What follows belongs to an exercise in optimizing a design on an open flow for small area; a production flow would make more cautious choices.
Only simulation tests tie the RTL to the original design; equivalence was not proved.
No driver is modelled on the clock port, so clock power and skew are understated where the tree is cut down; a real chip needs a root buffer or a tree.
Power figures rest on the tool's default switching activity, not on a simulated workload.

== v6 ==
Design fifo16x8, start of the top module:
module  fifo16x8(
    output reg full,
    output reg empty,
    output reg [7:0] data,
    input [7:0] wr_data,
    input we,re,
    input reset,
    input clock
);
==> flow/config.mk <==
export PLATFORM = sky130hd
export DESIGN_NAME = fifo16x8
export DESIGN_NICKNAME = fifo16x8
export VERILOG_FILES = /design/flow/design.v
export SDC_FILE = /design/flow/constraint.sdc
export NUM_CORES = 4
export LEC_CHECK = 0
export CAP_MARGIN = 20
export CORE_MARGIN = 2
export CORE_UTILIZATION = 40
export SLEW_MARGIN = 20
==> flow/constraint.sdc <==
create_clock -name core_clock -period 5.0 [get_ports {clock}]
set_input_delay 1.0000 -clock core_clock [delete_from_list [all_inputs] [get_ports {clock}]]
set_output_delay 1.0000 -clock core_clock [all_outputs]
set_load 0.01 [all_outputs]
standard.sh (not shown) runs the stock make flow with config.mk's settings and CLKGATE_MAP_FILE= SYNTH_SCRIPT=/design/flow/synth_recipe.tcl, a recipe that flattens the netlist after the stock synthesis.
==> flow/flow/run.sh <==
#!/bin/bash
# Standard ORFS layout with two changes: clock tree synthesis inserts no dummy
# loads and uses small clock buffers, and port buffers use the smallest buffer.
set -euo pipefail
export CTS_ARGS="-sink_clustering_enable -repair_clock_nets -dont_use_dummy_load -buf_list sky130_fd_sc_hd__clkbuf_8"
export BUFFER_PORTS_ARGS="-buffer_cell sky130_fd_sc_hd__buf_1"
bash standard.sh > standard.log 2>&1
Setup changes, v6 to v7
==> flow/run.sh (new file) <==
#!/bin/bash
# synth_recipe.tcl (not shown) runs the flow's synth.tcl, then flattens the netlist and writes it again
# the make line also repeats each setting of config.mk as NAME=value (left out here)
make -C /OpenROAD-flow-scripts/flow DESIGN_CONFIG=/design/flow/config.mk WORK_HOME=/design/flow/orfs CLKGATE_MAP_FILE= SYNTH_SCRIPT=/design/flow/synth_recipe.tcl finish
--- a/flow/config.mk
+++ b/flow/config.mk
@@ -10,2 +10,5 @@
 export CORE_UTILIZATION = 40
+export CTS_BUF_LIST = sky130_fd_sc_hd__clkbuf_8
+export CTS_CLUSTER_DIAMETER = 200
+export CTS_CLUSTER_SIZE = 50
 export SLEW_MARGIN = 20
removed: flow/flow/run.sh
removed: flow/standard.sh
==> comparison <==
Delta (v7 minus v6): highest clock rate did not really move; routed wire length saw an increase; final design utilization moved up; count of clock-buffer cells in the layout now larger.
Of the two candidates, v6 has the better total power and v7 the worse one.
Reported leakage power, v6 and v7: higher on v7
From v6 to v7 the numbers moved as follows: final-report max-slew violation count was more or less identical, fraction of area in registers moved down.

## oak
Another version of the RTL of fifo16x8 (not shown whole).
For scale: roughly 140 flip-flops, about 0.0050 mm^2 of cells after synthesis.
Settings: LEC_CHECK=0, CAP_MARGIN=20, CORE_MARGIN=2, CORE_UTILIZATION=40, SLEW_MARGIN=20, SYNTH_HIERARCHICAL=1, SYNTH_MINIMUM_KEEP_SIZE=0; clock period 5.0 ns.
==> flow/flow/run.sh <==
#!/bin/bash
# Standard ORFS layout with three changes:
#  - port buffers use the smallest buffer (buf_1);
#  - before global placement every combinational cell is set to its smallest
#    drive strength (downsize.tcl); the resizer sizes up what needs it;
#  - the clock tree is built by manual_cts.tcl: the clock port drives one
#    root buffer, which drives MCTS_N (8) leaf buffers, each driving an equal
#    share of the registers grouped by position (all at the same depth).
set -euo pipefail
here=$(pwd)
export BUFFER_PORTS_ARGS="-buffer_cell sky130_fd_sc_hd__buf_1"
export PRE_GLOBAL_PLACE_TCL=$here/flow/downsize.tcl
export PRE_CTS_TCL=$here/flow/manual_cts.tcl
export MCTS_N=8 MCTS_CELL=sky130_fd_sc_hd__clkbuf_8 MCTS_ROOT=sky130_fd_sc_hd__clkbuf_8
bash standard.sh > standard.log 2>&1
==> flow/flow/manual_cts.tcl <==
# Manual clock tree, sourced as PRE_CTS_TCL by the ORFS cts step.
# The clock port drives one root buffer (MCTS_ROOT), which drives MCTS_N leaf
# buffers (MCTS_CELL); the registers are split
# into MCTS_N groups of equal size by position, each driven by one buffer
# placed at its group's centre. Every register sees the same buffer depth.
# clock_tree_synthesis is then made a no-op for the rest of the cts step.
set mcts_n [expr {[info exists ::env(MCTS_N)] ? $::env(MCTS_N) : 4}]
set mcts_cell [expr {[info exists ::env(MCTS_CELL)] ? $::env(MCTS_CELL) : "sky130_fd_sc_hd__clkbuf_8"}]
set mcts_root [expr {[info exists ::env(MCTS_ROOT)] ? $::env(MCTS_ROOT) : "sky130_fd_sc_hd__clkbuf_4"}]
set block [ord::get_db_block]
set master [[ord::get_db] findMaster $mcts_cell]
set clknet [$block findNet clock]
set sinks {}
foreach it [$clknet getITerms] {
  set inst [$it getInst]
  set bb [$inst getBBox]
  lappend sinks [list [expr {([$bb xMin] + [$bb xMax]) / 2}] [expr {([$bb yMin] + [$bb yMax]) / 2}] $it]
}
puts "manual cts: [llength $sinks] sinks, $mcts_n groups of $mcts_cell"

# split a list of sinks into n groups, alternating cuts across x and y
proc mcts_split {sinks n axis} {
  if {$n <= 1} { return [list $sinks] }
  set n1 [expr {$n / 2}]
  set n2 [expr {$n - $n1}]
  set sorted [lsort -integer -index $axis $sinks]
  set cut [expr {int(round([llength $sorted] * double($n1) / $n))}]
  set a [lrange $sorted 0 [expr {$cut - 1}]]
  set b [lrange $sorted $cut end]
  set next [expr {1 - $axis}]
  return [concat [mcts_split $a $n1 $next] [mcts_split $b $n2 $next]]
}

set groups [mcts_split $sinks $mcts_n 0]
if {$mcts_root eq "none"} {
  set root ""
  set rootnet $clknet
} else {
  set rmaster [[ord::get_db] findMaster $mcts_root]
  set root [odb::dbInst_create $block $rmaster "mcts_root"]
  set rootnet [odb::dbNet_create $block "mcts_net_root"]
  $rootnet setSigType CLOCK
  foreach it [$root getITerms] {
    set mt [$it getMTerm]
    if {[$mt getName] eq "A"} { $it connect $clknet }
    if {[$mt getName] eq "X"} { $it connect $rootnet }
  }
}
set rx 0; set ry 0
set k 0
foreach g $groups {
  set sx 0; set sy 0
  foreach s $g { incr sx [lindex $s 0]; incr sy [lindex $s 1] }
  set cx [expr {$sx / [llength $g]}]
  set cy [expr {$sy / [llength $g]}]
  set buf [odb::dbInst_create $block $master "mcts_buf_$k"]
  set net [odb::dbNet_create $block "mcts_net_$k"]
  $net setSigType CLOCK
  foreach s $g {
    set it [lindex $s 2]
    $it disconnect
    $it connect $net
  }
  foreach it [$buf getITerms] {
    set mt [$it getMTerm]
    if {[$mt getName] eq "A"} { $it connect $rootnet }
    if {[$mt getName] eq "X"} { $it connect $net }
  }
  $buf setLocation [expr {$cx - [$master getWidth] / 2}] [expr {$cy - [$master getHeight] / 2}]
  $buf setPlacementStatus PLACED
  puts "manual cts: group $k has [llength $g] sinks, buffer at $cx $cy"
  incr rx $cx; incr ry $cy
  incr k
}
if {$root ne ""} {
  set rx [expr {$rx / $k}]
  set ry [expr {$ry / $k}]
  $root setLocation [expr {$rx - [$rmaster getWidth] / 2}] [expr {$ry - [$rmaster getHeight] / 2}]
  $root setPlacementStatus PLACED
}
detailed_placement

proc clock_tree_synthesis {args} { puts "clock_tree_synthesis replaced by the manual clock tree" }
Other scripts of this flow, unchanged in this note and not shown: flow/flow/downsize.tcl
oak: all stages complete, timing, DRC and antenna checks passed
Relative to oak, the following input files were edited for pine:
# oak
export LEC_CHECK = 0
export CAP_MARGIN = 20
export CORE_MARGIN = 2
export CORE_UTILIZATION = 40
export SLEW_MARGIN = 20
export SYNTH_HIERARCHICAL = 1
export SYNTH_MINIMUM_KEEP_SIZE = 0
create_clock -name core_clock -period 5.0 [get_ports {clock}]
# pine
export LEC_CHECK = 0
export CAP_MARGIN = 0
export CORE_MARGIN = 2
export CORE_UTILIZATION = 40
export SLEW_MARGIN = 0
export SYNTH_HIERARCHICAL = 1
export SYNTH_MINIMUM_KEEP_SIZE = 0
create_clock -name core_clock -period 5.0 [get_ports {clock}]
==> flow/flow/run.sh <==
#!/bin/bash
# Standard ORFS layout with three changes:
#  - port buffers use the smallest buffer (buf_1);
#  - before global placement every combinational cell is set to its smallest
#    drive strength (downsize.tcl); the resizer sizes up what needs it;
#  - the clock tree is built by manual_cts.tcl: the clock port drives
#    MCTS_N (4) buffers, each driving an equal share of the registers
#    grouped by position (every register is one buffer from the port).
set -euo pipefail
here=$(pwd)
export BUFFER_PORTS_ARGS="-buffer_cell sky130_fd_sc_hd__buf_1"
export PRE_GLOBAL_PLACE_TCL=$here/flow/downsize.tcl
export PRE_CTS_TCL=$here/flow/manual_cts.tcl
export MCTS_N=4 MCTS_CELL=sky130_fd_sc_hd__clkbuf_16 MCTS_ROOT=none
bash standard.sh > standard.log 2>&1
## What came out
- oak ended up with mem[12][4] as its destination of the critical timing path; pine ended up with mem[1][7].
- Cell count of the worst reg-to-reg path: pine vs oak identical
- pine and oak ended up with roughly the same worst hold slack.
- The higher number of detailed-routing iterations run before antenna repair came out of pine.
- Going from oak to pine, length of routed met2 wiring saw an increase; global-route total usage across every layer stayed essentially flat; via density per instance rose 1.6%; sum of buffers and inverters on the critical path saw little to no change.
No run of this note takes its clock network from TritonCTS; it comes from the design's own scripts or RTL.

separate check: timing with driven ports:
The flow's constraints put no driver on any port. The routed layouts listed below were extracted and timed again, unchanged, in two steps.
Step 1, drivers: a clkbuf_16 drives clock and a buf_2 each remaining input, both assumed.
Step 2 times the ports against the registers' clock, not the clock port: input delays grow and output delays shrink by t, the midpoint of the rising clock arrivals with the driver on.
a / b / c = ideal / step 1 / step 2; a / b = the first two.
run	t, ns	setup WS [ns]	worst setup path at the end	clock arrival spread, ns	cell pins on the clock port's net
v6	0.453	2.380 / 2.380 / 2.261	input to register	0.033 / 0.034	1
v7	0.480	2.375 / 2.384 / 1.903	input to register	0.011 / 0.011	1
oak	0.413	1.941 / 1.941 / 1.721	input to register	0.010 / 0.010	1
pine	0.258	1.754 / 1.754 / 1.649	input to register	0.012 / 0.011	4
After both steps every run listed still meets setup and hold. The setup slack of v7, which loses most, moves by +0.009 ns with the drivers and by -0.472 ns with both steps.
